Context: an optimization exercise on an open-source flow, tuned for a short achievable clock period and few clock cycles. The choices shown serve that exercise and are no tape-out recipe.
At most, simulation tests tie the RTL to the original design; equivalence was not proved.
Only the layout flow was run in run 1; the RTL was not checked for function there.
Power and IR drop assume default switching activity.

$ cat design/flow/config.mk
export PLATFORM = sky130hd
export DESIGN_NAME = mips
export DESIGN_NICKNAME = mips
export VERILOG_FILES = /design/flow/design.v
export SDC_FILE = /design/flow/constraint.sdc
export NUM_CORES = 4
export LEC_CHECK = 0
export CAP_MARGIN = 20
export CORE_MARGIN = 2
export CORE_UTILIZATION = 40
export SLEW_MARGIN = 20
export TNS_END_PERCENT = 5
$ cat design/flow/constraint.sdc
create_clock -name core_clock -period 12.5 [get_ports {clk}]
set_input_delay 2.5000 -clock core_clock [delete_from_list [all_inputs] [get_ports {clk}]]
set_output_delay 2.5000 -clock core_clock [all_outputs]
set_load 0.01 [all_outputs]
$ cat design/flow/design.v
module mips (
    clk,reset,
    imem_addr,imem_rdata,
    dmem_addr,dmem_wdata,dmem_we,dmem_rdata
);
input clk,reset;
output[11:2] imem_addr;
input[31:0] imem_rdata;
output[11:2] dmem_addr;
output[31:0] dmem_wdata;
output dmem_we;
input[31:0] dmem_rdata;
reg [31:0] pcF;
reg        bV   [0:7];
reg [31:5] bTag [0:7];
reg [31:0] bTgt [0:7];
reg [31:0] bFt  [0:7];
reg        bFtV [0:7];
reg [31:0] instrD, pcD, ftWordD;
reg        validD, btbHitD, ftValidD;
reg [31:0] aE, opbE, rtE, corrTgtE, altTgtE, bTgtE, pcE, ftWordE;
reg [4:0]  dstE, shamtE;
reg        fAM, fBM, fRM;
reg        sAdd, sSub, sSlt, sAnd, sOr, sXor, sNor, sSh, sPass;
reg        shRightE, shArithE, shVarE;
reg        loadE, swE, sbE, jrE, predE, btbHitE, insE, recovE;
reg        brEqE, brGzE, xE;
reg        updIns, updDel;
reg [31:0] updPc, updTgt, updFt;
reg        updFtV;
reg [31:0] resM;
reg [4:0]  dstM;
reg        loadM, sbM;
reg [7:0]  sbByteM;
reg [1:0]  sbOffM;
reg [11:2] daddr_q;
reg [31:0] dwdata_q;
reg        dwe_q;
reg [31:0] valW;
reg [4:0]  dstW;
reg [31:0] rf [0:31];
assign imem_addr  = pcF[11:2];
assign dmem_addr  = daddr_q;
assign dmem_wdata = dwdata_q;
assign dmem_we    = dwe_q;
wire [2:0] idxF = pcF[4:2];
wire       hitF = bV[idxF] & (bTag[idxF] == pcF[31:5]);
wire [5:0]  opD  = instrD[31:26];
wire [4:0]  rsD  = instrD[25:21];
wire [4:0]  rtD  = instrD[20:16];
wire [4:0]  rdD  = instrD[15:11];
wire [4:0]  shD  = instrD[10:6];
wire [5:0]  fnD  = instrD[5:0];
wire [15:0] immD = instrD[15:0];
wire rtype  = (opD == 6'h00);
wire f_addu = rtype & (fnD == 6'h21);
wire f_subu = rtype & (fnD == 6'h23);
wire f_slt  = rtype & ((fnD == 6'h2a) | (fnD == 6'h2b));
wire f_and  = rtype & (fnD == 6'h24);
wire f_or   = rtype & (fnD == 6'h25);
wire f_xor  = rtype & (fnD == 6'h26);
wire f_nor  = rtype & (fnD == 6'h27);
wire f_sll  = rtype & (fnD == 6'h00);
wire f_srl  = rtype & (fnD == 6'h02);
wire f_sra  = rtype & (fnD == 6'h03);
wire f_sllv = rtype & (fnD == 6'h04);
wire f_srlv = rtype & (fnD == 6'h06);
wire f_srav = rtype & (fnD == 6'h07);
wire f_jr   = rtype & (fnD == 6'h08);
wire f_jalr = rtype & (fnD == 6'h09);
wire i_addiu = (opD == 6'h09);
wire i_andi  = (opD == 6'h0c);
wire i_ori   = (opD == 6'h0d);
wire i_xori  = (opD == 6'h0e);
wire i_lui   = (opD == 6'h0f);
wire i_slti  = (opD == 6'h0a) | (opD == 6'h0b);
wire i_lw    = (opD == 6'h23);
wire i_sw    = (opD == 6'h2b);
wire i_sb    = (opD == 6'h28);
wire i_beq   = (opD == 6'h04);
wire i_bne   = (opD == 6'h05);
wire i_blez  = (opD == 6'h06);
wire i_bgtz  = (opD == 6'h07);
wire i_j     = (opD == 6'h02);
wire shiftD  = f_sll | f_srl | f_sra | f_sllv | f_srlv | f_srav;
wire rAluD   = f_addu | f_subu | f_slt | f_and | f_or | f_xor | f_nor;
wire iAluD   = i_addiu | i_andi | i_ori | i_xori | i_lui | i_slti;
wire memD    = i_lw | i_sw | i_sb;
wire brD     = i_beq | i_bne | i_blez | i_bgtz;
wire jrD     = f_jr | f_jalr;
wire usesRs  = rAluD | f_sllv | f_srlv | f_srav | jrD | (iAluD & ~i_lui) | memD | brD;
wire usesRt  = rAluD | shiftD | i_sw | i_sb | i_beq | i_bne;
wire useImm  = iAluD | memD | f_jalr;
wire [4:0] dstRaw = (rAluD | shiftD | f_jalr) ? rdD : ((iAluD | i_lw) ? rtD : 5'd0);
wire [31:0] sextD  = {{16{immD[15]}}, immD};
wire [31:0] zextD  = {16'd0, immD};
wire [31:0] pcp4D  = pcD + 32'd4;
wire [31:0] pcp8D  = pcD + 32'd8;
wire [31:0] linkD  = pcD + 32'h00003004;
wire [31:0] brTgtD = pcD + {sextD[29:0], 2'b00};
wire [31:0] jTgtD  = {4'd0, instrD[25:0], 2'b00};
wire [31:0] immValD = i_lui ? {immD, 16'd0} :
                      f_jalr ? linkD :
                      (i_andi | i_ori | i_xori) ? zextD : sextD;
wire statTD  = brD & (immD[15] | i_bne);
wire predTD  = brD & (btbHitD | statTD);
wire btbBad  = btbHitD & ~(i_j | brD);
wire redirD_raw = validD & ((~btbHitD & (i_j | statTD)) | btbBad);
wire [31:0] tgtD = btbBad ? pcp4D : (i_j ? jTgtD : brTgtD);
wire        ftValidNext = brD & (btbHitD ? ftValidD : statTD);
wire [31:0] rfA = rf[rsD];
wire [31:0] rfB = rf[rtD];
wire [31:0] rvA = (rsD == 5'd0) ? 32'd0 : ((dstW == rsD) ? valW : rfA);
wire [31:0] rvB = (rtD == 5'd0) ? 32'd0 : ((dstW == rtD) ? valW : rfB);
wire mA = (dstM != 5'd0) & (dstM == rsD);
wire mB = (dstM != 5'd0) & (dstM == rtD);
wire [31:0] rvA2 = (mA & loadM) ? dmem_rdata : (mA ? resM : rvA);
wire [31:0] rvB2 = (mB & loadM) ? dmem_rdata : (mB ? resM : rvB);
wire eA = (dstE != 5'd0) & (dstE == rsD);
wire eB = (dstE != 5'd0) & (dstE == rtD);
wire luHaz = loadE & ((usesRs & eA) | (usesRt & eB));
wire sbHaz = sbE & memD;
wire stallD = validD & (luHaz | sbHaz);
wire [31:0] fa  = fAM ? resM : aE;
wire [31:0] fb  = fBM ? resM : opbE;
wire [31:0] frt = fRM ? resM : rtE;
wire [31:0] sum  = fa + fb;
wire [31:0] diff = fa - fb;
wire        ltu  = fa < fb;
wire [4:0]  amt  = shVarE ? fa[4:0] : shamtE;
wire        big  = shVarE & (|fa[31:5]);
wire        fill = shArithE & fb[31];
wire [31:0] shl  = fb << amt;
wire [63:0] shr64 = {{32{fill}}, fb} >> amt;
wire [31:0] shr  = shr64[31:0];
wire [31:0] shres = big ? {32{fill}} : (shRightE ? shr : shl);
wire [31:0] aluRes = ({32{sAdd}} & sum)
                   | ({32{sSub}} & diff)
                   | ({32{sSlt}} & {31'd0, ltu})
                   | ({32{sAnd}} & (fa & fb))
                   | ({32{sOr}}  & (fa | fb))
                   | ({32{sXor}} & (fa ^ fb))
                   | ({32{sNor}} & ~(fa | fb))
                   | ({32{sSh}}  & shres)
                   | ({32{sPass}} & fb);
wire eqE   = (fa == frt);
wire gtzE  = ~fa[31] & (|fa);
wire mispE = (brEqE & (eqE ^ xE)) | (brGzE & (gtzE ^ xE));
wire redirE = mispE | jrE;
wire [31:0] tgtE = jrE ? fa : altTgtE;
wire recov = recovE & ~jrE;
integer i;
always @(posedge clk) begin
    if (reset)
        pcF <= 32'd0;
    else if (redirE)
        pcF <= tgtE;
    else if (stallD)
        pcF <= pcF;
    else if (redirD_raw)
        pcF <= tgtD;
    else if (hitF)
        pcF <= bTgt[idxF];
    else
        pcF <= pcF + 32'd4;
    for (i = 0; i < 8; i = i + 1) begin
        if (reset) begin
            bV[i] <= 1'b0;
        end else if ((updIns | updDel) & (updPc[4:2] == i)) begin
            bV[i]   <= updIns;
            bTag[i] <= updPc[31:5];
            bTgt[i] <= updTgt;
            bFt[i]  <= updFt;
            bFtV[i] <= updFtV;
        end else if (insE & (pcE[4:2] == i)) begin
            bV[i]   <= 1'b1;
            bTag[i] <= pcE[31:5];
            bTgt[i] <= bTgtE;
            bFt[i]  <= ftWordE;
            bFtV[i] <= recovE;
        end
    end
    updIns <= ~reset & mispE & ~predE;
    updDel <= ~reset & mispE & predE & btbHitE;
    updPc  <= pcE;
    updTgt <= bTgtE;
    updFt  <= instrD;
    updFtV <= validD;
    if (reset) begin
        validD <= 1'b0;
    end else if (redirE) begin
        validD  <= recov;
        btbHitD <= 1'b0;
        instrD  <= ftWordE;
        pcD     <= corrTgtE;
    end else if (!stallD) begin
        validD   <= ~redirD_raw;
        btbHitD  <= hitF & ~redirD_raw;
        ftWordD  <= bFt[idxF];
        ftValidD <= bFtV[idxF];
        instrD   <= imem_rdata;
        pcD      <= pcF;
    end
    aE    <= i_lui ? 32'd0 : rvA2;
    opbE  <= useImm ? immValD : rvB2;
    rtE   <= rvB2;
    shamtE <= shD;
    pcE    <= pcD;
    bTgtE  <= tgtD;
    corrTgtE <= predTD ? pcp4D : brTgtD;
    altTgtE  <= predTD ? (ftValidNext ? pcp8D : pcp4D) : brTgtD;
    ftWordE  <= btbHitD ? ftWordD : imem_rdata;
    fAM <= ~i_lui & eA;
    fBM <= ~useImm & eB;
    fRM <= eB;
    sAdd <= f_addu | i_addiu | i_lui | memD;
    sSub <= f_subu;
    sSlt <= f_slt | i_slti;
    sAnd <= f_and | i_andi;
    sOr  <= f_or | i_ori;
    sXor <= f_xor | i_xori;
    sNor <= f_nor;
    sSh  <= shiftD;
    sPass <= f_jalr;
    shRightE <= f_srl | f_sra | f_srlv | f_srav;
    shArithE <= f_sra | f_srav;
    shVarE   <= f_sllv | f_srlv | f_srav;
    predE    <= predTD;
    btbHitE  <= btbHitD;
    xE       <= (i_bne | i_blez) ^ predTD;
    if (reset | redirE | stallD | ~validD) begin
        dstE <= 5'd0; loadE <= 1'b0; swE <= 1'b0; sbE <= 1'b0;
        brEqE <= 1'b0; brGzE <= 1'b0; jrE <= 1'b0; insE <= 1'b0; recovE <= 1'b0;
    end else begin
        dstE <= dstRaw; loadE <= i_lw; swE <= i_sw; sbE <= i_sb;
        brEqE <= i_beq | i_bne; brGzE <= i_blez | i_bgtz; jrE <= jrD;
        insE <= ~btbHitD & (i_j | statTD);
        recovE <= predTD & ftValidNext;
    end
    resM    <= aluRes;
    sbByteM <= frt[7:0];
    sbOffM  <= sum[1:0];
    if (reset) begin
        dstM <= 5'd0; loadM <= 1'b0; sbM <= 1'b0; dwe_q <= 1'b0;
    end else begin
        dstM  <= dstE; loadM <= loadE; sbM <= sbE;
        if (sbM) begin
            dwe_q <= 1'b1;
        end else begin
            dwe_q   <= swE;
            daddr_q <= sum[11:2];
        end
    end
    if (sbM) begin
        dwdata_q[7:0]   <= (sbOffM == 2'd0) ? sbByteM : dmem_rdata[7:0];
        dwdata_q[15:8]  <= (sbOffM == 2'd1) ? sbByteM : dmem_rdata[15:8];
        dwdata_q[23:16] <= (sbOffM == 2'd2) ? sbByteM : dmem_rdata[23:16];
        dwdata_q[31:24] <= (sbOffM == 2'd3) ? sbByteM : dmem_rdata[31:24];
    end else begin
        dwdata_q <= frt;
    end
    valW <= loadM ? dmem_rdata : resM;
    if (reset)
        dstW <= 5'd0;
    else
        dstW <= dstM;
    if (dstW != 5'd0)
        rf[dstW] <= valW;
end
endmodule
$ cat design/flow/flow/run.sh
#!/bin/bash
set -euo pipefail
bash standard.sh SETUP_SLACK_MARGIN=9 finish > standard_flow.log 2>&1
$ cat design/flow/standard.sh
#!/bin/bash
# synth_recipe.tcl (not shown) runs the flow's synth.tcl, then flattens the netlist and writes it again
# the make line also repeats each setting of config.mk as NAME=value (left out here)
make -C /OpenROAD-flow-scripts/flow DESIGN_CONFIG=/design/flow/config.mk WORK_HOME=/design/flow/orfs CLKGATE_MAP_FILE= SYNTH_SCRIPT=/design/flow/synth_recipe.tcl "${@:-finish}"
==> reports/summary.md, run 1 <==
The run finished with no timing, DRC or antenna violations. The share of final-layout standard cells stronger than drive strength 1 is 33.09%. Launch point of the critical path: fAM.

In this run the tightest slew margin relative to its limit is 3.792%. The slowest stage of the critical path is the sky130_fd_sc_hd__and2_1 cell. Dividing the detail-routed via count by the number of cells gives 6.333.

119 I/O pins were placed. The first global-routing pass estimated 621.7 mm of wire. For this block, the via count after detailed routing is 82730.

The leakage power is 0.04841 uW, and the data required time at the worst endpoint is 13170 ps. For this run, the top clock speed supported by timing is 0.2456 GHz. The clock group share of total power was 35.6%. The average cell area after synthesis was 14.05 um2. The global-route layer with the greatest usage was met2. The worst endpoint data arrival time came out at 4740 ps. Sorting the synthesized cells by area gives the leading types as sky130_fd_sc_hd__edfxtp_1 (47%), sky130_fd_sc_hd__mux4_2 (12%), sky130_fd_sc_hd__dfxtp_1 (9.1%).

The remaining global-route overflow came out at 0. After detailed routing, the average wire length per cell comes to 34.41 um. For the number of antenna violations at the first check in global routing, the log shows 34. The share of total power in sequential cells came out at 43.1%. The count of routing violations after the opening detailed-route iteration is 10340, and the post-detailed-route count of antenna-violating nets is 0. The logs give 121 for the maximum number of pins on one net before global-route repair and 0 for the number of hold-slack violations in the final timing report. TritonCTS built the clock tree.

Total of max-cap violations: 0. For the setup skew after layout, the log shows 72.33 ps. Counting every instance in the synthesized netlist gives 8566.

The critical path endpoint category is a flip-flop. For the net load switching power, the log shows 7003 uW. Cell area after layout: 0.1414 mm2.

The critical register-to-register path endpoint was resM[22]. The signal on the critical path passes through buf_4 > buf_16 > mux2i_2 > nand4_1 > nor3_1 > o21ai_0 > and2_1 > nor2_1 > o211ai_1 > a31oi_1 > o221ai_1. The overall die area came out at 0.3053 mm2. Setup repair after global routing could not meet its margin everywhere.

Actual transition at the worst max-transition pin: 1428 ps. Yosys mapped the design onto 100 distinct sky130hd cell types. The switching part of the total is 30.21%, and the maximum clock path buffer count is 4. Clock-pin slew was measured on the worst setup and hold paths at 60 ps. In the global route stage, met1 resource usage came out at 37.48%. Global routing used 28.16% of the available tracks across all layers. The first detailed-routing pass ran for 8 iterations. The number of cell instances on the worst register-to-register path was 11; the minimum clock period was 4072 ps.

The number of buffers and inverters on the critical path is 2. The number of levels the H-tree was split into came out at 5. The height of the die was 552.5 um. The count of buffers added on input and output ports is 118. The largest incremental delay on the critical path is 630 ps. The run gives 2418 as the clock sink total. By count the netlist is led by sky130_fd_sc_hd__edfxtp_1 (1868), sky130_fd_sc_hd__mux2_2 (953), sky130_fd_sc_hd__mux4_2 (643).

The tools report the total standard cell area after synthesis as 0.1203 mm2. The cell internal power dissipation was 16180 uW. In this run, the combinational gates consume 21.3% of the power.

The proportion of netlist area held by the largest area contributor came out at 46.61%. The later pin in the worst-skew pair is clocked with a latency of 920 ps. From synthesis to final layout, the design area changed by 17.51%. In the synthesized netlist the async set-or-reset flop fraction comes to 0%. Wires add up to 449.5 mm. After clock tree synthesis, the flow added hold-fix buffers numbering 0. The cell taking the most area after synthesis is sky130_fd_sc_hd__edfxtp_1. The worst-case IR drop observed on VDD is 0.1169 mV. After synthesis the netlist holds a flip-flop and latch count of 2418.

After filler insertion, the fill cell instance count of the layout stands at 25930. The area inside the core boundary is 0.2995 mm2. The tools report the total of endpoints with negative setup slack in the final report as 0. Among all flip-flop cells after synthesis, the most frequent one is sky130_fd_sc_hd__edfxtp_1. The final critical path takes up 32.57% of the cycle.

After floorplanning, the core was divided into 201 placement rows. For the count of nets after finishing, the log shows 9064. The worst setup path is launched from a flip-flop. Count of flip-flops with a built-in enable after synthesis: 1868.

The maximum fanout along the worst path works out to 20. The number of clock buffers added by TritonCTS is 275. At the end of routability-driven placement, the weighted congestion stood at 0.9622. Count of final max-slew check failures: 0.

The terminating pin of the worst hold path was updIns. The tools report the register-to-register setup slack as 8430 ps. During synthesis, Yosys emitted a total of 6 warnings. Global routing used 4.810% of the available met3 tracks.

In the routed design, unresolved DRC markers number 0. The tools report the via count of the first global-routing pass as 81200. Summing all placed instances gives a cell area of 0.1264 mm2.

Once the floorplan was initialized, standard cells occupied 40.18% of the core. For met2 alone, demand over resource in global routing was 44.59%. For the final routed database, the setup TNS stands at 0 ps. The part of the Yosys area used for sequential elements was 55.76%.

The placed wire-length estimate after detailed placement was 274.1 mm; the width of the die was 552.5 um. The clock tree root buffer cell is sky130_fd_sc_hd__clkbuf_16. The number of instances on the worst hold path is 1. The worst hold path begins at predE. On the critical path the largest part of the delay comes from simple AND/OR/NAND/NOR gates. Dividing total power by cell area gives a power density of 163.9 mW/mm2. The worst register-to-register path begins at fAM. Most frequently used cell type in the post-synthesis netlist: sky130_fd_sc_hd__edfxtp_1. Class of the worst hold path: flip-flop to flip-flop. Kind of critical path: flip-flop to flip-flop.
worst max-delay path by stage:
stage,end,slack [ps],cells past startpoint
2_1_floorplan,bFtV[5],7800,4
3_3_place_gp,flip-flop,6340,13
3_5_place_dp,flip-flop,6380,13
4_1_cts,imem_addr[4],8450,2
5_1_grt,pcF[30],8400,17
6_report,resM[22],8430,11
cells by family (layout without fill, tap and decap cells):
logic type	Yosys count	in the layout	share of synthesized area, %
flops	2418	2418	55.76
mux	1987	1987	24.26
simple gates	1422	1427	5.412
xor+xnor	249	249	1.812
buf+inv	850	1335	2.825
fa+ha+maj	136	136	1.433
compound gates	1503	1504	8.497
other cells	1	49	0.003116
worst reg2reg max path: cells and delay by family (launching register included):
family                 cells  cell delay [ps]
multiplexers               1              460
buffers and inverters      2              370
AO/OA/AOI/OAI              4             1150
flip-flops                 1              450
AND/OR/NAND/NOR            4             1460
layer usage:
metal  part of all wire (%)  wire length, um  up-vias
met5                  0.030              136        -
met4                    5.7            25740       18
met3                    8.8            39580      953
met2                     46           208100     4455
met1                     39           175900    42870
li1                       -                -    34430
layout make-up:
cell class / instances / area, um2 / area share [%]
Tap cell: 3958 / 4952 / 3.502
Antenna cell: 17 / 42.54 / 0.03008
Inverter: 194 / 749.5 / 0.5300
Timing Repair inverter: 1 / 5.005 / 0.003539
Timing Repair Buffer: 637 / 7020 / 4.965
Clock buffer: 362 / 7579 / 5.359
Multi-Input combinational cell: 5335 / 52280 / 36.97
Sequential cell: 2418 / 67240 / 47.55
Clock inverter: 141 / 1549 / 1.095
power groups by stage:
stage | registers, uW | clock network, uW | logic (uW)
after floorplan | 9770 | 0 | 2750
final | 10000 | 8250 | 4930
after global placement | 10100 | 0 | 4230
after CTS | 9970 | 8340 | 4430
after detailed placement | 10100 | 0 | 4230
after global routing | 10000 | 8660 | 5150
cell usage in the layout (no fill, tap or decap), types with 32 or more instances in the layout:
master                            Yosys  final
sky130_fd_sc_hd__and3_1              35     34
sky130_fd_sc_hd__a21oi_1            344    307
sky130_fd_sc_hd__o22ai_1             62     62
sky130_fd_sc_hd__buf_6               11     35
sky130_fd_sc_hd__nand3_1            104    100
sky130_fd_sc_hd__dfxtp_1            550    483
sky130_fd_sc_hd__buf_4               17    362
sky130_fd_sc_hd__dfxtp_2              0     48
sky130_fd_sc_hd__a22oi_1             75     72
sky130_fd_sc_hd__clkbuf_1           453     59
sky130_fd_sc_hd__mux4_2             643    643
sky130_fd_sc_hd__ha_1               133    104
sky130_fd_sc_hd__a31oi_1             65     58
sky130_fd_sc_hd__nor2_1             466    418
sky130_fd_sc_hd__edfxtp_1          1868   1868
sky130_fd_sc_hd__conb_1               1     32
sky130_fd_sc_hd__a222oi_1            79     79
sky130_fd_sc_hd__nor2_4               1     45
sky130_fd_sc_hd__a221oi_1            69     60
sky130_fd_sc_hd__inv_1              187    166
sky130_fd_sc_hd__dlygate4sd2_1        0     33
sky130_fd_sc_hd__nand2b_1            32     32
sky130_fd_sc_hd__nor2b_1             60     57
sky130_fd_sc_hd__o22a_1              35     35
sky130_fd_sc_hd__o21ai_0            296    266
sky130_fd_sc_hd__nand2_1            452    447
sky130_fd_sc_hd__a41oi_1             37     37
sky130_fd_sc_hd__a211oi_1            92     77
sky130_fd_sc_hd__xor2_1              93     93
sky130_fd_sc_hd__mux2_2             953    950
sky130_fd_sc_hd__clkinv_1             5     34
sky130_fd_sc_hd__clkdlybuf4s50_1      0     64
sky130_fd_sc_hd__clkinv_2             0     56
sky130_fd_sc_hd__mux2i_1            375    332
sky130_fd_sc_hd__nand4_1             35     35
sky130_fd_sc_hd__o211ai_1            36     36
sky130_fd_sc_hd__buf_12               0     49
sky130_fd_sc_hd__nor3_1              78     63
sky130_fd_sc_hd__xnor2_1            156    154
sky130_fd_sc_hd__clkbuf_16            0    305
through the flow:
stage / total power [uW] / worst slack, ps / utilization [%] / hold WS (ps) / cells
3_3_place_gp: 14350 / 6338 / 42.19 / 408.6 / 12250
5_1_grt: 23850 / 8401 / 47.21 / 418.4 / 13060
6_report: 23180 / 8428 / 47.21 / 411.0 / 13060
4_1_cts: 22740 / 8450 / 46.02 / 412.2 / 12860
3_5_place_dp: 14370 / 6381 / 42.20 / 411.2 / 12250
2_1_floorplan: 12520 / 7797 / - / 346.2 / 8597
timing repair:
action / 4_1_cts / 5_1_grt
setup endpoints to repair: 925 / 870
cloned: 26 / 24
gates resized for setup: 351 / 357
pin swaps: 23 / 100
buffers inserted: 78 / 163
flip-flops by register name (all words and copies together), names as in the netlist, 32 cells and up, named ones only:
register  cells
ftWordE      32
instrD       32
rf         1024
pcE          32
updTgt       32
bTgt        256
aE           32
valW         32
dwdata_q     32
rtE          32
opbE         32
resM         32
bFt         256
bTgtE        32
ftWordD      32
pcF          32
updFt        32
pcD          32
bTag        216
==> run 2: changes to the inputs <==
--- a/design/flow/design.v
+++ b/design/flow/design.v
@@ -10,6 +10,7 @@
 output[31:0] dmem_wdata;
 output dmem_we;
 input[31:0] dmem_rdata;
+reg        reset_q;
 reg [31:0] pcF;
 reg        bV   [0:7];
 reg [31:5] bTag [0:7];
@@ -20,7 +21,6 @@
 reg        validD, btbHitD, ftValidD;
 reg [31:0] aE, opbE, rtE, corrTgtE, altTgtE, bTgtE, pcE, ftWordE;
 reg [4:0]  dstE, shamtE;
-reg        fAM, fBM, fRM;
 reg        sAdd, sSub, sSlt, sAnd, sOr, sXor, sNor, sSh, sPass;
 reg        shRightE, shArithE, shVarE;
 reg        loadE, swE, sbE, jrE, predE, btbHitE, insE, recovE;
@@ -105,7 +105,8 @@
 wire statTD  = brD & (immD[15] | i_bne);
 wire predTD  = brD & (btbHitD | statTD);
 wire btbBad  = btbHitD & ~(i_j | brD);
-wire redirD_raw = validD & ((~btbHitD & (i_j | statTD)) | btbBad);
+wire validDe = validD & ~reset_q;
+wire redirD_raw = validDe & ((~btbHitD & (i_j | statTD)) | btbBad);
 wire [31:0] tgtD = btbBad ? pcp4D : (i_j ? jTgtD : brTgtD);
 wire        ftValidNext = brD & (btbHitD ? ftValidD : statTD);
 wire [31:0] rfA = rf[rsD];
@@ -114,16 +115,26 @@
 wire [31:0] rvB = (rtD == 5'd0) ? 32'd0 : ((dstW == rtD) ? valW : rfB);
 wire mA = (dstM != 5'd0) & (dstM == rsD);
 wire mB = (dstM != 5'd0) & (dstM == rtD);
-wire [31:0] rvA2 = (mA & loadM) ? dmem_rdata : (mA ? resM : rvA);
-wire [31:0] rvB2 = (mB & loadM) ? dmem_rdata : (mB ? resM : rvB);
+wire [31:0] rvA2 = mA ? resM : rvA;
+wire [31:0] rvB2 = mB ? resM : rvB;
 wire eA = (dstE != 5'd0) & (dstE == rsD);
 wire eB = (dstE != 5'd0) & (dstE == rtD);
+wire selAE = ~i_lui & eA;
+wire selAL = ~i_lui & ~eA & mA & loadM;
+wire selAR = ~i_lui & ~eA & ~(mA & loadM);
+wire selBI = useImm;
+wire selBE = ~useImm & eB;
+wire selBL = ~useImm & ~eB & mB & loadM;
+wire selBR = ~useImm & ~eB & ~(mB & loadM);
+wire selRE = eB;
+wire selRL = ~eB & mB & loadM;
+wire selRR = ~eB & ~(mB & loadM);
 wire luHaz = loadE & ((usesRs & eA) | (usesRt & eB));
 wire sbHaz = sbE & memD;
-wire stallD = validD & (luHaz | sbHaz);
-wire [31:0] fa  = fAM ? resM : aE;
-wire [31:0] fb  = fBM ? resM : opbE;
-wire [31:0] frt = fRM ? resM : rtE;
+wire stallD = validDe & (luHaz | sbHaz);
+wire [31:0] fa  = aE;
+wire [31:0] fb  = opbE;
+wire [31:0] frt = rtE;
 wire [31:0] sum  = fa + fb;
 wire [31:0] diff = fa - fb;
 wire        ltu  = fa < fb;
@@ -151,6 +162,7 @@
 wire recov = recovE & ~jrE;
 integer i;
 always @(posedge clk) begin
+    reset_q <= reset;
     if (reset)
         pcF <= 32'd0;
     else if (redirE)
@@ -164,31 +176,31 @@
     else
         pcF <= pcF + 32'd4;
     for (i = 0; i < 8; i = i + 1) begin
-        if (reset) begin
+        if (reset_q)
             bV[i] <= 1'b0;
-        end else if ((updIns | updDel) & (updPc[4:2] == i)) begin
-            bV[i]   <= updIns;
+        else if ((updIns | updDel) & (updPc[4:2] == i))
+            bV[i] <= updIns;
+        else if (insE & (pcE[4:2] == i))
+            bV[i] <= 1'b1;
+        if ((updIns | updDel) & (updPc[4:2] == i)) begin
             bTag[i] <= updPc[31:5];
             bTgt[i] <= updTgt;
             bFt[i]  <= updFt;
             bFtV[i] <= updFtV;
         end else if (insE & (pcE[4:2] == i)) begin
-            bV[i]   <= 1'b1;
             bTag[i] <= pcE[31:5];
             bTgt[i] <= bTgtE;
             bFt[i]  <= ftWordE;
             bFtV[i] <= recovE;
         end
     end
-    updIns <= ~reset & mispE & ~predE;
-    updDel <= ~reset & mispE & predE & btbHitE;
+    updIns <= ~reset_q & mispE & ~predE;
+    updDel <= ~reset_q & mispE & predE & btbHitE;
     updPc  <= pcE;
     updTgt <= bTgtE;
     updFt  <= instrD;
     updFtV <= validD;
-    if (reset) begin
-        validD <= 1'b0;
-    end else if (redirE) begin
+    if (redirE) begin
         validD  <= recov;
         btbHitD <= 1'b0;
         instrD  <= ftWordE;
@@ -196,23 +208,23 @@
     end else if (!stallD) begin
         validD   <= ~redirD_raw;
         btbHitD  <= hitF & ~redirD_raw;
+        instrD   <= imem_rdata;
+        pcD      <= pcF;
+    end
+    if (!stallD) begin
         ftWordD  <= bFt[idxF];
         ftValidD <= bFtV[idxF];
-        instrD   <= imem_rdata;
-        pcD      <= pcF;
-    end
-    aE    <= i_lui ? 32'd0 : rvA2;
-    opbE  <= useImm ? immValD : rvB2;
-    rtE   <= rvB2;
+    end
+    aE    <= ({32{selAE}} & aluRes) | ({32{selAL}} & dmem_rdata) | ({32{selAR}} & rvA2);
+    opbE  <= ({32{selBE}} & aluRes) | ({32{selBL}} & dmem_rdata) | ({32{selBR}} & rvB2)
+           | ({32{selBI}} & immValD);
+    rtE   <= ({32{selRE}} & aluRes) | ({32{selRL}} & dmem_rdata) | ({32{selRR}} & rvB2);
     shamtE <= shD;
     pcE    <= pcD;
     bTgtE  <= tgtD;
     corrTgtE <= predTD ? pcp4D : brTgtD;
     altTgtE  <= predTD ? (ftValidNext ? pcp8D : pcp4D) : brTgtD;
     ftWordE  <= btbHitD ? ftWordD : imem_rdata;
-    fAM <= ~i_lui & eA;
-    fBM <= ~useImm & eB;
-    fRM <= eB;
     sAdd <= f_addu | i_addiu | i_lui | memD;
     sSub <= f_subu;
     sSlt <= f_slt | i_slti;
@@ -228,7 +240,7 @@
     predE    <= predTD;
     btbHitE  <= btbHitD;
     xE       <= (i_bne | i_blez) ^ predTD;
-    if (reset | redirE | stallD | ~validD) begin
+    if (reset_q | redirE | stallD | ~validD) begin
         dstE <= 5'd0; loadE <= 1'b0; swE <= 1'b0; sbE <= 1'b0;
         brEqE <= 1'b0; brGzE <= 1'b0; jrE <= 1'b0; insE <= 1'b0; recovE <= 1'b0;
     end else begin
@@ -240,7 +252,7 @@
     resM    <= aluRes;
     sbByteM <= frt[7:0];
     sbOffM  <= sum[1:0];
-    if (reset) begin
+    if (reset_q) begin
         dstM <= 5'd0; loadM <= 1'b0; sbM <= 1'b0; dwe_q <= 1'b0;
     end else begin
         dstM  <= dstE; loadM <= loadE; sbM <= sbE;
@@ -260,7 +272,7 @@
         dwdata_q <= frt;
     end
     valW <= loadM ? dmem_rdata : resM;
-    if (reset)
+    if (reset_q)
         dstW <= 5'd0;
     else
         dstW <= dstM;
==> run 2 against run 1 <==
Global-route usage grew 1.5 points. Synthesized area is essentially flat. Worst hold slack lost 38 ps. Clock power shrank 4.1%. Routed wire length grew 4.6%. Largest power group unchanged.
==> reports/summary.md, run 2 <==
Total global routing track utilization: 29.63%. The most critical setup path has its endpoint at aE[4]. Yosys printed 6 warnings. The via density per instance was 6.487; the placed wire-length estimate after detailed placement was 284.5 mm.

The iteration count of the initial detailed-routing pass was 9; the quantity of I/O buffers inserted on ports was 118. In this run the biggest area consumer among cell types represents 46.64% of the synthesized area. By area the synthesized netlist is led by sky130_fd_sc_hd__edfxtp_1 (47%), sky130_fd_sc_hd__mux4_2 (13%), sky130_fd_sc_hd__dfxtp_1 (9.1%). The tools report the number of hold-slack violations in the final timing report as 0. Maximum clock path buffer count: 4. The clock group share of total power is 36.6%.

The flow ran to the end and the layout has no timing, DRC or antenna violations. Sorting the synthesized cells by how often they occur yields sky130_fd_sc_hd__edfxtp_1 (1868), sky130_fd_sc_hd__nand2_1 (863), sky130_fd_sc_hd__mux2_2 (812). The register with the highest flop count is rf. For this run, the register share of the synthesized area comes to 55.76%. The number of hold buffers added after CTS was 0.

The worst register-to-register path begins at pcF[3]. In the synthesized netlist the async set-or-reset flop fraction comes to 0%. The detailed router placed 85970 vias in this run. The critical path starts at dmem_rdata[4].

The setup slack of the critical path after layout is 8200 ps, and the minimum clock period is 4300 ps. Clock-pin slew was measured on the worst setup and hold paths at 60 ps. By instance count, the leading cell after synthesis is sky130_fd_sc_hd__edfxtp_1. The count of nets left with antenna violations once routing finished came out at 0. The total overflow left after global routing is 0. The run gives 40.15% as the starting utilization of the core area. For the final routed database, the setup TNS stands at 0 ps. The tools report the total I/O pin count as 119. Across all register-to-register paths, the minimum setup slack is 8400 ps. Setup repair after global routing could not meet its margin everywhere. In this run the clock root is driven by a sky130_fd_sc_hd__clkbuf_16.

Headroom to the max-slew limit came out at 8.840%. The final critical path takes up 34.40% of the cycle. The tools report the via count of the first global-routing pass as 82710. The cell area that synthesis handed to floorplanning was 0.1203 mm2. The internal portion of the total power is 15370 uW. Leaving out fill and tap cells, the most frequent cell in the layout is sky130_fd_sc_hd__edfxtp_1. The leakage power is 0.04907 uW. The top cell types in the final layout, fill and taps aside, are sky130_fd_sc_hd__edfxtp_1 (1868), sky130_fd_sc_hd__nand2_1 (858), sky130_fd_sc_hd__mux2_2 (803).

The floorplan step set the die height to 552.3 um. Count of routing violations after the opening detailed-route iteration: 13330. Across the VDD grid, the largest voltage drop is 0.1285 mV. Count of final max-slew check failures: 0.

The floorplan step defined a core boundary enclosing 0.2995 mm2. The area growth from synthesis to final layout came out at 16.96%. The share of final-layout standard cells stronger than drive strength 1 was 31.69%; the distinct cell type count of the synthesized netlist was 103.

The final layout contains routed wiring with a total length of 470.2 mm. The tools report the count of nets after finishing as 9278. Sequential cells burn 45.0% of the power. Maximum number of pins on one net before global-route repair: 94.

The average cell area after synthesis was 13.68 um2; the share of power burned in combinational logic was 18.4%. The most used flip-flop cell after synthesis is sky130_fd_sc_hd__edfxtp_1. In this run the worst hold path is classified as flip-flop to flip-flop. The die covers 0.3051 mm2.

The logs give 50.99 ps for the setup skew after layout and 201 for the number of rows in the core area. The synthesized design contains 2416 register bits. Buffers inserted during clock tree synthesis total 268. The largest registers in the layout are rf (1024), bFt (256), bTgt (256). After detailed routing, the average wire length per cell comes to 35.48 um. The maximum clock rate was 0.2326 GHz. The register with the most flip-flops in the layout has 1024 of them.

The floorplan step set the die width to 552.3 um. The actual transition at the worst max-transition pin is 1353 ps. Dividing total power by cell area gives a power density of 153.6 mW/mm2.

Summed over all nets, the switching power comes to 6242 uW. The number of cell instances on the worst register-to-register path works out to 17. The tools report the clock sink total as 2416. The tools report the total of endpoints with negative setup slack in the final report as 0. Synthesis produced 8789 cells. The first global-routing pass estimated 648.4 mm of wire. The worst register-to-register path ends at pcF[31].

In this run, synthesis inferred 1868 flip-flops with an integrated enable. The tools report the post-route DRC violation count as 0. Net switching is 28.88% of the power.

Of all nets on the critical path, the largest fanout is 3. The congestion estimate from routability-driven global placement came to 1.028. The tools report the number of antenna violations at the first check in global routing as 39. Kind of critical path: input pin to flip-flop. STA classifies the critical path startpoint as an input pin.

Data on the critical path is required at its endpoint by 13210 ps. The synthesized design spends more area on one cell type than any other, namely sky130_fd_sc_hd__edfxtp_1. Max-cap violations in this run came to 0.

The clock reaches the later pin of the worst-skew pair after 880 ps. TritonCTS built the clock tree. STA classifies the critical path endpoint as a flip-flop. The H-tree was split into 5 levels.

Timing analysis after detailed placement gives a worst setup slack of 6503 ps. STA puts the critical path data arrival time at 5010 ps. Final hold analysis gives a worst-case slack of 372.9 ps.
run 2: cells by family (layout without fill, tap and decap cells):
kind of cell,Yosys count,count (layout),synth area share (%)
AO/OA/AOI/OAI,1509,1510,8.656
XOR/XNOR,226,226,1.646
adder cells (fa/ha/maj),136,136,1.434
buffers and inverters,883,1332,3.006
flip-flops,2416,2416,55.76
multiplexers,1764,1764,22.75
other,1,46,0.003118
AND/OR/NAND/NOR,1854,1865,6.745
run 2: critical path, stage by stage:
cell,delay (ps)
sky130_fd_sc_hd__clkdlybuf4s50_1,610
sky130_fd_sc_hd__mux2i_1,740
sky130_fd_sc_hd__o21ai_0,180
sky130_fd_sc_hd__o21ai_0,910
sky130_fd_sc_hd__nor2_1,60
run 2: metrics by stage:
stage               util (%)  instances  total power (uW)  area [um2]
floorplan                  -       8820             11650      120500
global placement       42.14      12460             13120      126200
detailed placement     42.15      12460             13150      126300
CTS                    45.98      13080             21190      137700
global route           46.96      13240             22140      140700
finish                 46.97      13250             21610      140700
run 2: worst min path at each step:
stage	startpoint	endpoint	slack, ps	cells past startpoint
finish	validD	updFtV	370	0
global route	validD	updFtV	380	0
CTS	validD	updFtV	370	0
detailed placement	validD	updFtV	360	0
global placement	instrD[22]	updFt[22]	360	0
floorplan	pcE[4]	updPc[4]	340	0
run 2: repair_timing:
item,CTS,global route
buffers inserted,123,142
gates resized for setup,426,341
endpoints found under the setup margin,677,651
pin swaps,57,78
cloned,26,13
run 2: layer usage:
layer / up-vias / share of wire [%] / GRT usage, %
met5: - / 0.032 / 0
met4: 24 / 6.4 / 15.63
met3: 1220 / 10 / 5.861
met2: 5420 / 45 / 45.36
met1: 44340 / 39 / 39.83
li1: 34970 / - / -
run 2: power groups by stage:
stage / Sequential, uW / Clock, uW / Combinational, uW
2_1_floorplan: 9610 / 0 / 2040
3_3_place_gp: 9890 / 0 / 3240
3_5_place_dp: 9910 / 0 / 3240
4_1_cts: 9730 / 7980 / 3480
5_1_grt: 9770 / 8280 / 4100
6_report: 9730 / 7910 / 3970
run 2: area by class of cell:
| class | instances | area [um2] |
|---|---|---|
| Antenna cell | 14 | 35.03 |
| Sequential cell | 2416 | 67300 |
| Timing Repair inverter | 1 | 7.507 |
| Tap cell | 3958 | 4952 |
| Timing Repair Buffer | 667 | 6825 |
| Clock buffer | 371 | 7535 |
| Inverter | 189 | 765.7 |
| Multi-Input combinational cell | 5533 | 52200 |
| Fill cell | 26070 | 158900 |
| Clock inverter | 104 | 1056 |
Testbench counts of run 2, summed over its fixed seeds: cycles 47,797.
==> run 3: changes to the inputs <==
--- a/design/flow/design.v
+++ b/design/flow/design.v
@@ -20,8 +20,9 @@
 reg [31:0] instrD, pcD, ftWordD;
 reg        validD, btbHitD, ftValidD;
 reg [31:0] aE, opbE, rtE, corrTgtE, altTgtE, bTgtE, pcE, ftWordE;
-reg [4:0]  dstE, shamtE;
-reg        sAdd, sSub, sSlt, sAnd, sOr, sXor, sNor, sSh, sPass;
+reg [4:0]  dstE, amtE;
+reg        sAdd, sSub, sSlt, sLog, sSh;
+reg [3:0]  lutE;       
 reg        shRightE, shArithE, shVarE;
 reg        loadE, swE, sbE, jrE, predE, btbHitE, insE, recovE;
 reg        brEqE, brGzE, xE;
@@ -129,6 +130,8 @@
 wire selRE = eB;
 wire selRL = ~eB & mB & loadM;
 wire selRR = ~eB & ~(mB & loadM);
+wire shVarD = f_sllv | f_srlv | f_srav;
+wire [31:0] aNext = ({32{selAE}} & aluRes) | ({32{selAL}} & dmem_rdata) | ({32{selAR}} & rvA2);
 wire luHaz = loadE & ((usesRs & eA) | (usesRt & eB));
 wire sbHaz = sbE & memD;
 wire stallD = validDe & (luHaz | sbHaz);
@@ -138,22 +141,20 @@
 wire [31:0] sum  = fa + fb;
 wire [31:0] diff = fa - fb;
 wire        ltu  = fa < fb;
-wire [4:0]  amt  = shVarE ? fa[4:0] : shamtE;
+wire [4:0]  amt  = amtE;
 wire        big  = shVarE & (|fa[31:5]);
 wire        fill = shArithE & fb[31];
 wire [31:0] shl  = fb << amt;
 wire [63:0] shr64 = {{32{fill}}, fb} >> amt;
 wire [31:0] shr  = shr64[31:0];
 wire [31:0] shres = big ? {32{fill}} : (shRightE ? shr : shl);
+wire [31:0] logres = ({32{lutE[0]}} & ~fa & ~fb) | ({32{lutE[1]}} & ~fa & fb)
+                   | ({32{lutE[2]}} & fa & ~fb)  | ({32{lutE[3]}} & fa & fb);
 wire [31:0] aluRes = ({32{sAdd}} & sum)
                    | ({32{sSub}} & diff)
                    | ({32{sSlt}} & {31'd0, ltu})
-                   | ({32{sAnd}} & (fa & fb))
-                   | ({32{sOr}}  & (fa | fb))
-                   | ({32{sXor}} & (fa ^ fb))
-                   | ({32{sNor}} & ~(fa | fb))
-                   | ({32{sSh}}  & shres)
-                   | ({32{sPass}} & fb);
+                   | ({32{sLog}} & logres)
+                   | ({32{sSh}}  & shres);
 wire eqE   = (fa == frt);
 wire gtzE  = ~fa[31] & (|fa);
 wire mispE = (brEqE & (eqE ^ xE)) | (brGzE & (gtzE ^ xE));
@@ -215,11 +216,11 @@
         ftWordD  <= bFt[idxF];
         ftValidD <= bFtV[idxF];
     end
-    aE    <= ({32{selAE}} & aluRes) | ({32{selAL}} & dmem_rdata) | ({32{selAR}} & rvA2);
+    aE    <= aNext;
+    amtE  <= shVarD ? aNext[4:0] : shD;
     opbE  <= ({32{selBE}} & aluRes) | ({32{selBL}} & dmem_rdata) | ({32{selBR}} & rvB2)
            | ({32{selBI}} & immValD);
     rtE   <= ({32{selRE}} & aluRes) | ({32{selRL}} & dmem_rdata) | ({32{selRR}} & rvB2);
-    shamtE <= shD;
     pcE    <= pcD;
     bTgtE  <= tgtD;
     corrTgtE <= predTD ? pcp4D : brTgtD;
@@ -228,15 +229,15 @@
     sAdd <= f_addu | i_addiu | i_lui | memD;
     sSub <= f_subu;
     sSlt <= f_slt | i_slti;
-    sAnd <= f_and | i_andi;
-    sOr  <= f_or | i_ori;
-    sXor <= f_xor | i_xori;
-    sNor <= f_nor;
+    sLog <= f_and | i_andi | f_or | i_ori | f_xor | i_xori | f_nor | f_jalr;
+    lutE <= (f_and | i_andi) ? 4'b1000 :
+            (f_or | i_ori)   ? 4'b1110 :
+            (f_xor | i_xori) ? 4'b0110 :
+            f_nor            ? 4'b0001 : 4'b1010;    
     sSh  <= shiftD;
-    sPass <= f_jalr;
     shRightE <= f_srl | f_sra | f_srlv | f_srav;
     shArithE <= f_sra | f_srav;
-    shVarE   <= f_sllv | f_srlv | f_srav;
+    shVarE   <= shVarD;
     predE    <= predTD;
     btbHitE  <= btbHitD;
     xE       <= (i_bne | i_blez) ^ predTD;
==> run 3 against run 2 <==
Die area down 0.31%. Synthesized area down 0.31%. Via count down 1.9%. Power up 3.4%. Worst hold slack worse by 4.2 ps. Critical endpoint is now bTgt[6][15]. Fmax up 2.9%. Critical path depth up 1. Highest routed layer unchanged. Routed wire length down 4.7%.
==> reports/summary.md, run 3 <==
VDD sags by at most 0.1157 mV. The largest incremental delay on the critical path is 710 ps, and the cell count after synthesis is 8782. The routed layout has 84360 vias. The worst register-to-register path begins at updIns. The number of rows in the core area is 201.

The largest total area in the synthesized netlist belongs to sky130_fd_sc_hd__edfxtp_1. The run gives 0 as the post-route DRC violation count. After synthesis, the largest area contributor takes up 46.78% of total cell area. The count of flip-flops with a built-in enable after synthesis works out to 1868. Using the TritonRoute via totals, the vias-per-cell ratio works out to 6.374. The total I/O pin count is 119.

The analysis attributes to net switching a power of 6626 uW. Yosys mapped the design onto 103 distinct sky130hd cell types. Setup total negative slack on the finished layout was measured at 0 ps. In the post-synthesis netlist, the biggest area contributors are sky130_fd_sc_hd__edfxtp_1 (47%), sky130_fd_sc_hd__mux4_2 (14%), sky130_fd_sc_hd__dfxtp_1 (9.2%). TritonCTS built the clock tree. The number of hold-slack violations in the final timing report was 0.

In the final layout, the registers with the most flip-flops are rf (1024), bFt (256), bTgt (256). The clock transition at the registers of the reported paths is 70 ps. The first global-routing pass estimated 623.9 mm of wire. Of the cells placed in the final design, the portion with a size suffix greater than 1 is 30.96%. At the later pin of the worst-skew pair, clock insertion delay measures 930 ps. The class of the worst hold path was flip-flop to flip-flop.

The total area inside the core boundary comes to 0.2990 mm2. The uppermost signal routing layer after detailed routing is met5. The worst endpoint data arrival time came out at 4690 ps. At the pin with the least slew margin, the transition time is 1250 ps. Counting I/O delays and the setup requirement, the final critical path takes 4179 ps. The area growth from synthesis to final layout works out to 16.83%.

Of the synthesized area, sequential elements account for 56.02%. In the layout the commonest cells are sky130_fd_sc_hd__edfxtp_1 (1868), sky130_fd_sc_hd__nand2_1 (933), sky130_fd_sc_hd__mux2_2 (775). Across every metal layer, demand over resource in global routing totals 28.60%.

The floorplan step defined a die boundary enclosing 0.3041 mm2. Total standard cell area after synthesis: 0.1199 mm2. The run gives 82000 as the via count of the first global-routing pass. For the maximum number of pins on one net before global-route repair, the log shows 95.

The placed wire-length estimate after detailed placement is 261.5 mm, and the final routed wire length divided by cell count is 33.86 um. Setup violations remaining at the end of the flow were counted as 0. The total of max-cap violations came out at 0. Headroom to the max-slew limit came out at 16.67%. During synthesis, Yosys emitted a total of 6 warnings. The most common cell in the synthesized netlist is sky130_fd_sc_hd__edfxtp_1. Summed over all nets, wire length on met2 after detailed routing comes to 208.3 mm. The tools report the final weighted congestion in routability-driven placement as 0.9643.

Once the floorplan was initialized, standard cells occupied 40.10% of the core. Cell with the most instances on the worst path: sky130_fd_sc_hd__buf_6. The number of flip-flops under the largest register name is 1024, and the height of the die is 551.5 um.

The finished layout holds 13230 standard cells, fillers aside. STA classifies the critical path endpoint as a flip-flop. The share of the clock period used by the worst path after layout was 33.43%; the setup skew after layout was 78.08 ps. For the count of final max-slew check failures, the log shows 0. The number of antenna violations at the first check in global routing was 49. The count of nets after finishing is 9180. The tools report the TritonCTS buffer count as 269. The run gives 12410 as the total placed cells including tap cells. Each instance of the synthesized netlist takes up on average 13.65 um2. Combinational cells account for 19.2% of the total power. Of all nets on the critical path, the largest fanout is 39.

The tools report the met3 routed wirelength as 43.75 mm. The tools report the clock tree root buffer cell as sky130_fd_sc_hd__clkbuf_16. During placement, the flow inserted port buffers numbering 118.

The internal power of the cells totals 15720 uW. The maximum clock rate was 0.2393 GHz; the leakage power was 0.04858 uW. In this run the number of H-tree levels came out at 5. Ranked by flip-flop count, first place goes to rf. The clock network burns 35.4% of the power. In this run the horizontal extent of the chip is 551.5 um. Post-detailed-route count of antenna-violating nets: 0. Setup repair after global routing could not meet its margin everywhere. The share of total power dissipated in sequential elements is 45.4%.

Of all flip-flops after synthesis, the portion carrying an async set or reset was 0%. Net switching is 29.65% of the power. The slowest stage of the critical path is the sky130_fd_sc_hd__dfxtp_1 cell.

For the worst setup path, the data required time is 13010 ps. Once routing completed, OpenROAD measured the worst setup slack at 8321 ps. The most critical setup path has its startpoint at updIns.

The critical path goes through nor2_1 > nor2_2 > nand3_4 > o21ai_4 > buf_6 > buf_6. Primary flip-flop cell chosen by synthesis mapping: sky130_fd_sc_hd__edfxtp_1. The worst hold path begins at pcE[4]. Kind of critical path: flip-flop to flip-flop.

OpenSTA, run right after detailed placement, puts the worst setup slack at 5936 ps. STA classifies the critical path startpoint as a flip-flop. The iteration count of the initial detailed-routing pass is 7. For this block, the initial DRC count from the detailed router was 12130. The maximum clock path buffer count came out at 4. The detailed router put a total of 167.6 mm of wire on met1. By count the netlist is led by sky130_fd_sc_hd__edfxtp_1 (1868), sky130_fd_sc_hd__nand2_1 (940), sky130_fd_sc_hd__mux2_2 (775). The number of synthesized register bits is 2421, and the ratio of total power to cell area is 159.5 mW/mm2.

For the clock sink total, the log shows 2421. The flow ran to the end and the layout has no timing, DRC or antenna violations. After detailed routing, the total wire length is 448.1 mm.

Global routing finished with a remaining overflow of 0. The most common cell after layout, fill and taps aside was sky130_fd_sc_hd__edfxtp_1.
run 3: power by group through the flow:
stage,logic [uW],registers (uW),clock network [uW]
4_1_cts,3920,10200,7960
5_1_grt,4490,10200,8290
6_report,4290,10200,7900
2_1_floorplan,2430,9870,0
3_5_place_dp,3610,10300,0
3_3_place_gp,3600,10300,0
run 3: worst paths after layout:
check / to / slack [ps] / depth (start not counted)
worst max-delay path: bTgt[6][15] / 8320 / 6
worst min-delay path: updPc[4] / 370 / 0
worst max register to register: bTgt[6][15] / 8320 / 6
worst min register to register: updPc[4] / 370 / 0
run 3: area by class of cell:
class | instances | area (um2)
fillers | 25960 | 158900
well taps | 3958 | 4952
flip-flops and latches | 2421 | 67420
repair inverters | 1 | 5.005
multi-input cells | 5528 | 51290
diodes | 50 | 125.1
repair buffers | 617 | 6958
clock buffers | 382 | 7607
inverters | 173 | 681.9
clock inverters | 104 | 1039
run 3: metal layers:
layer / up-vias / GRT usage (%)
met5: - / 0
met4: 26 / 15.91
met3: 1079 / 5.507
met2: 5120 / 45.35
met1: 43320 / 36.94
li1: 34820 / -
run 3: timing repair:
action,CTS,global route
setup endpoints to repair,1022,894
pin swaps,86,55
hold buffers,0,0
resized for setup,461,249
setup buffers,122,126
gates cloned,32,9
run 3: metrics by stage:
stage / power, uW / utilization (%) / cell area, um2 / hold slack [ps]
2_1_floorplan: 12290 / - / 120100 / 339.9
3_3_place_gp: 13890 / 42.01 / 125600 / 357.4
3_5_place_dp: 13940 / 42.02 / 125600 / 367.5
4_1_cts: 22030 / 46.01 / 137600 / 369.4
5_1_grt: 22970 / 46.83 / 140000 / 368.1
6_report: 22350 / 46.85 / 140100 / 368.7
run 3: worst max-delay path: cells and delay by family, from the launching register on:
family,cells,cell delay [ps]
DFF,1,710
and+or+nand+nor,3,1370
AOI/OAI and AO/OA,1,480
buffers and inverters,2,1130
run 3: cell families after synthesis:
family	share of synthesized area, %
flops	56.02
simple gates	7.215
mux	22.66
compound gates	8.542
buf+inv	2.907
xor+xnor	1.556
fa+ha+maj	1.094
other cells	0.003128
Testbench counts of run 3, summed over its fixed seeds: cycles 47,797.
==> run 4: changes to the inputs <==
--- a/design/flow/design.v
+++ b/design/flow/design.v
@@ -10,8 +10,10 @@
 output[31:0] dmem_wdata;
 output dmem_we;
 input[31:0] dmem_rdata;
+integer k, m;
 reg        reset_q;
 reg [31:0] pcF;
+reg [11:2] iaddr_q;    
 reg        bV   [0:7];
 reg [31:5] bTag [0:7];
 reg [31:0] bTgt [0:7];
@@ -24,9 +26,11 @@
 reg        sAdd, sSub, sSlt, sLog, sSh;
 reg [3:0]  lutE;       
 reg        shRightE, shArithE, shVarE;
-reg        loadE, swE, sbE, jrE, predE, btbHitE, insE, recovE;
+reg        loadE, swE, sbE, jrE, predE, btbHitE, recovE;
+reg [7:0]  insWe;      
 reg        brEqE, brGzE, xE;
-reg        updIns, updDel;
+reg        updIns;
+reg [7:0]  updWe;      
 reg [31:0] updPc, updTgt, updFt;
 reg        updFtV;
 reg [31:0] resM;
@@ -39,13 +43,19 @@
 reg        dwe_q;
 reg [31:0] valW;
 reg [4:0]  dstW;
-reg [31:0] rf [0:31];
-assign imem_addr  = pcF[11:2];
+reg [31:0] rf [1:31];
+reg [31:1] rsOH, rtOH;    
+assign imem_addr  = iaddr_q;
 assign dmem_addr  = daddr_q;
 assign dmem_wdata = dwdata_q;
 assign dmem_we    = dwe_q;
 wire [2:0] idxF = pcF[4:2];
-wire       hitF = bV[idxF] & (bTag[idxF] == pcF[31:5]);
+reg        hitF;
+always @(*) begin
+    hitF = 1'b0;
+    for (m = 0; m < 8; m = m + 1)
+        hitF = hitF | ((idxF == m) & bV[m] & (bTag[m] == pcF[31:5]));
+end
 wire [5:0]  opD  = instrD[31:26];
 wire [4:0]  rsD  = instrD[25:21];
 wire [4:0]  rtD  = instrD[20:16];
@@ -105,15 +115,23 @@
                       (i_andi | i_ori | i_xori) ? zextD : sextD;
 wire statTD  = brD & (immD[15] | i_bne);
 wire predTD  = brD & (btbHitD | statTD);
-wire btbBad  = btbHitD & ~(i_j | brD);
 wire validDe = validD & ~reset_q;
-wire redirD_raw = validDe & ((~btbHitD & (i_j | statTD)) | btbBad);
-wire [31:0] tgtD = btbBad ? pcp4D : (i_j ? jTgtD : brTgtD);
+wire redirD_raw = validDe & ~btbHitD & (i_j | statTD);
+wire [31:0] tgtD = i_j ? jTgtD : brTgtD;
 wire        ftValidNext = brD & (btbHitD ? ftValidD : statTD);
-wire [31:0] rfA = rf[rsD];
-wire [31:0] rfB = rf[rtD];
-wire [31:0] rvA = (rsD == 5'd0) ? 32'd0 : ((dstW == rsD) ? valW : rfA);
-wire [31:0] rvB = (rtD == 5'd0) ? 32'd0 : ((dstW == rtD) ? valW : rfB);
+reg  [31:0] rfA, rfB;
+always @(*) begin
+    rfA = 32'd0;
+    rfB = 32'd0;
+    for (k = 1; k < 32; k = k + 1) begin
+        rfA = rfA | ({32{rsOH[k]}} & rf[k]);
+        rfB = rfB | ({32{rtOH[k]}} & rf[k]);
+    end
+end
+wire wA = (dstW != 5'd0) & (dstW == rsD);
+wire wB = (dstW != 5'd0) & (dstW == rtD);
+wire [31:0] rvA = wA ? valW : rfA;
+wire [31:0] rvB = wB ? valW : rfB;
 wire mA = (dstM != 5'd0) & (dstM == rsD);
 wire mB = (dstM != 5'd0) & (dstM == rtD);
 wire [31:0] rvA2 = mA ? resM : rvA;
@@ -135,6 +153,13 @@
 wire luHaz = loadE & ((usesRs & eA) | (usesRt & eB));
 wire sbHaz = sbE & memD;
 wire stallD = validDe & (luHaz | sbHaz);
+wire [31:0] decImRs = 32'd1 << imem_rdata[25:21];
+wire [31:0] decImRt = 32'd1 << imem_rdata[20:16];
+wire [31:0] decFtRs = 32'd1 << ftWordE[25:21];
+wire [31:0] decFtRt = 32'd1 << ftWordE[20:16];
+wire [31:0] pcSeqF = stallD ? pcF : (hitF ? bTgt[idxF] : pcF + 32'd4);
+wire [11:2] btbTgtLo = bTgt[idxF][11:2];
+wire [11:2] iaSeqF = stallD ? iaddr_q : (hitF ? btbTgtLo : pcF[11:2] + 10'd1);
 wire [31:0] fa  = aE;
 wire [31:0] fb  = opbE;
 wire [31:0] frt = rtE;
@@ -168,35 +193,40 @@
         pcF <= 32'd0;
     else if (redirE)
         pcF <= tgtE;
-    else if (stallD)
-        pcF <= pcF;
-    else if (redirD_raw)
+    else if (redirD_raw & ~stallD)
         pcF <= tgtD;
-    else if (hitF)
-        pcF <= bTgt[idxF];
     else
-        pcF <= pcF + 32'd4;
+        pcF <= pcSeqF;
+    if (reset)
+        iaddr_q <= 10'd0;
+    else if (redirE)
+        iaddr_q <= tgtE[11:2];
+    else if (redirD_raw & ~stallD)
+        iaddr_q <= tgtD[11:2];
+    else
+        iaddr_q <= iaSeqF;
     for (i = 0; i < 8; i = i + 1) begin
         if (reset_q)
             bV[i] <= 1'b0;
-        else if ((updIns | updDel) & (updPc[4:2] == i))
+        else if (updWe[i])
             bV[i] <= updIns;
-        else if (insE & (pcE[4:2] == i))
+        else if (insWe[i])
             bV[i] <= 1'b1;
-        if ((updIns | updDel) & (updPc[4:2] == i)) begin
+        if (updWe[i]) begin
             bTag[i] <= updPc[31:5];
             bTgt[i] <= updTgt;
             bFt[i]  <= updFt;
             bFtV[i] <= updFtV;
-        end else if (insE & (pcE[4:2] == i)) begin
+        end else if (insWe[i]) begin
             bTag[i] <= pcE[31:5];
             bTgt[i] <= bTgtE;
             bFt[i]  <= ftWordE;
             bFtV[i] <= recovE;
         end
     end
-    updIns <= ~reset_q & mispE & ~predE;
-    updDel <= ~reset_q & mispE & predE & btbHitE;
+    updIns <= ~predE;
+    for (i = 0; i < 8; i = i + 1)
+        updWe[i] <= ~reset_q & mispE & (~predE | btbHitE) & (pcE[4:2] == i);
     updPc  <= pcE;
     updTgt <= bTgtE;
     updFt  <= instrD;
@@ -205,11 +235,15 @@
         validD  <= recov;
         btbHitD <= 1'b0;
         instrD  <= ftWordE;
+        rsOH    <= decFtRs[31:1];
+        rtOH    <= decFtRt[31:1];
         pcD     <= corrTgtE;
     end else if (!stallD) begin
         validD   <= ~redirD_raw;
         btbHitD  <= hitF & ~redirD_raw;
         instrD   <= imem_rdata;
+        rsOH     <= decImRs[31:1];
+        rtOH     <= decImRt[31:1];
         pcD      <= pcF;
     end
     if (!stallD) begin
@@ -243,11 +277,12 @@
     xE       <= (i_bne | i_blez) ^ predTD;
     if (reset_q | redirE | stallD | ~validD) begin
         dstE <= 5'd0; loadE <= 1'b0; swE <= 1'b0; sbE <= 1'b0;
-        brEqE <= 1'b0; brGzE <= 1'b0; jrE <= 1'b0; insE <= 1'b0; recovE <= 1'b0;
+        brEqE <= 1'b0; brGzE <= 1'b0; jrE <= 1'b0; insWe <= 8'd0; recovE <= 1'b0;
     end else begin
         dstE <= dstRaw; loadE <= i_lw; swE <= i_sw; sbE <= i_sb;
         brEqE <= i_beq | i_bne; brGzE <= i_blez | i_bgtz; jrE <= jrD;
-        insE <= ~btbHitD & (i_j | statTD);
+        for (i = 0; i < 8; i = i + 1)
+            insWe[i] <= ~btbHitD & (i_j | statTD) & (pcD[4:2] == i);
         recovE <= predTD & ftValidNext;
     end
     resM    <= aluRes;
@@ -277,7 +312,8 @@
         dstW <= 5'd0;
     else
         dstW <= dstM;
-    if (dstW != 5'd0)
-        rf[dstW] <= valW;
+    for (i = 1; i < 32; i = i + 1)
+        if (dstW == i)
+            rf[i] <= valW;
 end
 endmodule
==> design/flow/flow/run.sh (replaced) <==
#!/bin/bash
set -euo pipefail
bash standard.sh SETUP_SLACK_MARGIN=9.5 finish > standard_flow.log 2>&1
--- a/design/flow/config.mk
+++ b/design/flow/config.mk
@@ -8,5 +8,8 @@
 export CAP_MARGIN = 20
 export CORE_MARGIN = 2
 export CORE_UTILIZATION = 40
+export CTS_CLUSTER_DIAMETER = 150
+export CTS_CLUSTER_SIZE = 30
+export MIN_ROUTING_LAYER = met2
 export SLEW_MARGIN = 20
 export TNS_END_PERCENT = 5
==> run 4 against run 3 <==
The run now fails in global routing (5_1_grt). Synthesized cell count is 3.9% higher. Synthesized area is 3.0% lower.
==> reports/summary.md, run 4 <==
The run stopped with a tool error. The flow halted during global routing (5_1_grt). The tool reported: "[ERROR GRT-0232] Routing congestion too high. Check the congestion heatmap in the GUI". The die is 543.2 um tall. For this configuration, the core starts out at a cell density of 40.29%. The remaining global-route overflow came out at 3.

The count of buffers added on input and output ports is 118. The synthesized design contains 2452 register bits. For the maximum clock path buffer count, the log shows 4. The proportion of netlist area held by the largest area contributor works out to 49.01%. Entering global routing, the biggest net connects 67 pins.

The placed wire-length estimate after detailed placement is 353.4 mm. sky130_fd_sc_hd__edfxtp_1 takes more of the synthesized area than any other cell. The mapped netlist covers 0.1163 mm2. The clock tree root buffer cell is sky130_fd_sc_hd__clkbuf_16. The synthesized design contains 1898 enable-type register cells. Among all cell types in the netlist, the one instantiated most often is sky130_fd_sc_hd__edfxtp_1. In the post-synthesis netlist, the biggest area contributors are sky130_fd_sc_hd__edfxtp_1 (49%), sky130_fd_sc_hd__dfxtp_1 (9.5%), sky130_fd_sc_hd__mux2_2 (8.7%). The floorplan step set the die width to 543.2 um.

The standard cell area after detailed placement came out at 0.1227 mm2. In this run, distinct cell masters in the synthesized netlist total 103. Among all flip-flop cells after synthesis, the most frequent one is sky130_fd_sc_hd__edfxtp_1.

Across every metal layer, demand over resource in global routing totals 58.40%. The share of async-settable or async-resettable flops after synthesis is 0%. The run gives 3 as the number of levels the H-tree was split into. For this run, the number of Yosys warnings is 7. By count the netlist is led by sky130_fd_sc_hd__edfxtp_1 (1898), sky130_fd_sc_hd__mux2_2 (899), sky130_fd_sc_hd__nand2_1 (598). Clock tree synthesis found a total of 2452 sinks. The average cell area after synthesis was 12.74 um2; the cell count after synthesis was 9126.

Sequential cells were found to cover 58.54% of the synthesized design area. In this run the count of I/O pins placed on the die edge is 119. Clock tree synthesis inserted a total of 97 buffers.

The number of rows in the core area was 197. The congestion estimate from routability-driven global placement came to 1.069.
-- run 4: power groups by stage --
stage	clock, uW	combinational [uW]	sequential [uW]
CTS	4170	3210	9880
detailed placement	0	3110	10100
global placement	0	3130	10100
floorplan	0	1750	9860
-- run 4: worst max-delay path by stage --
stage                   start             to  slack, ps  depth (start not counted)
2_1_floorplan  imem_rdata[17]       rtOH[10]       9200                          4
3_3_place_gp       iaddr_q[2]        pcF[30]       6470                         11
3_5_place_dp           aE[28]        pcF[22]       6800                         13
4_1_cts           daddr_q[11]  dmem_addr[11]       8430                          1
-- run 4: per-stage QoR --
stage / setup slack (ps) / instances
after floorplan: 9198 / 9126
after CTS: 8426 / 13030
after global placement: 6467 / 12770
after detailed placement: 6803 / 12780
-- run 4: timing repair --
| action | CTS |
|---|---|
| setup endpoints to repair | 696 |
| gates cloned | 22 |
| setup buffers | 82 |
| resized for setup | 277 |
| pin swaps | 25 |
| hold buffers | 0 |
-- run 4: cell families after synthesis --
kind of cell | after synthesis | synth area share [%]
AO/OA/AOI/OAI | 2220 | 14.43
XOR/XNOR | 423 | 3.185
adder cells (fa/ha/maj) | 108 | 1.181
buffers and inverters | 853 | 2.950
flip-flops | 2452 | 58.54
multiplexers | 1122 | 11.75
AND/OR/NAND/NOR | 1948 | 7.957
-- run 4: per-layer routing --
layer  GRT overflow  global-route usage (%)
met1              -                       -
met2              2                   63.49
met3              0                   70.57
met4              1                   30.21
met5              0                   43.07
Testbench counts of run 4, summed over its fixed seeds: cycles 47,797.

what the ideal ports hide:
The flow's constraints put no driver on any port. The routed layouts listed below were extracted and timed again, unchanged, in two steps. Step 1 assumes that a clkbuf_16 drives the clock port and a buf_2 every other input. Step 2 also shifts input and output timing later by t, the mid clock arrival at the registers, as if the neighbouring blocks saw the same clock. Slacks: ideal / step 1 / step 2; pairs: ideal / step 1.
| run | shift t [ns] | slack for setup (ns) | latest minus earliest clock arrival (ns) | slew at the worst register clock pin (ns) |
|---|---|---|---|---|
| run 1 | 0.976 | 8.428 / 8.344 / 7.411 | 0.078 / 0.078 | 0.07 / 0.07 |
| run 2 | 0.962 | 8.200 / 8.276 / 7.314 | 0.054 / 0.054 | 0.07 / 0.07 |
| run 3 | 0.993 | 8.321 / 8.321 / 7.816 | 0.087 / 0.087 | 0.07 / 0.07 |
After both steps every run listed still meets setup and hold. For run 1, which loses most, drivers alone change the setup slack by -0.084 ns; drivers and shift together by -1.017 ns.
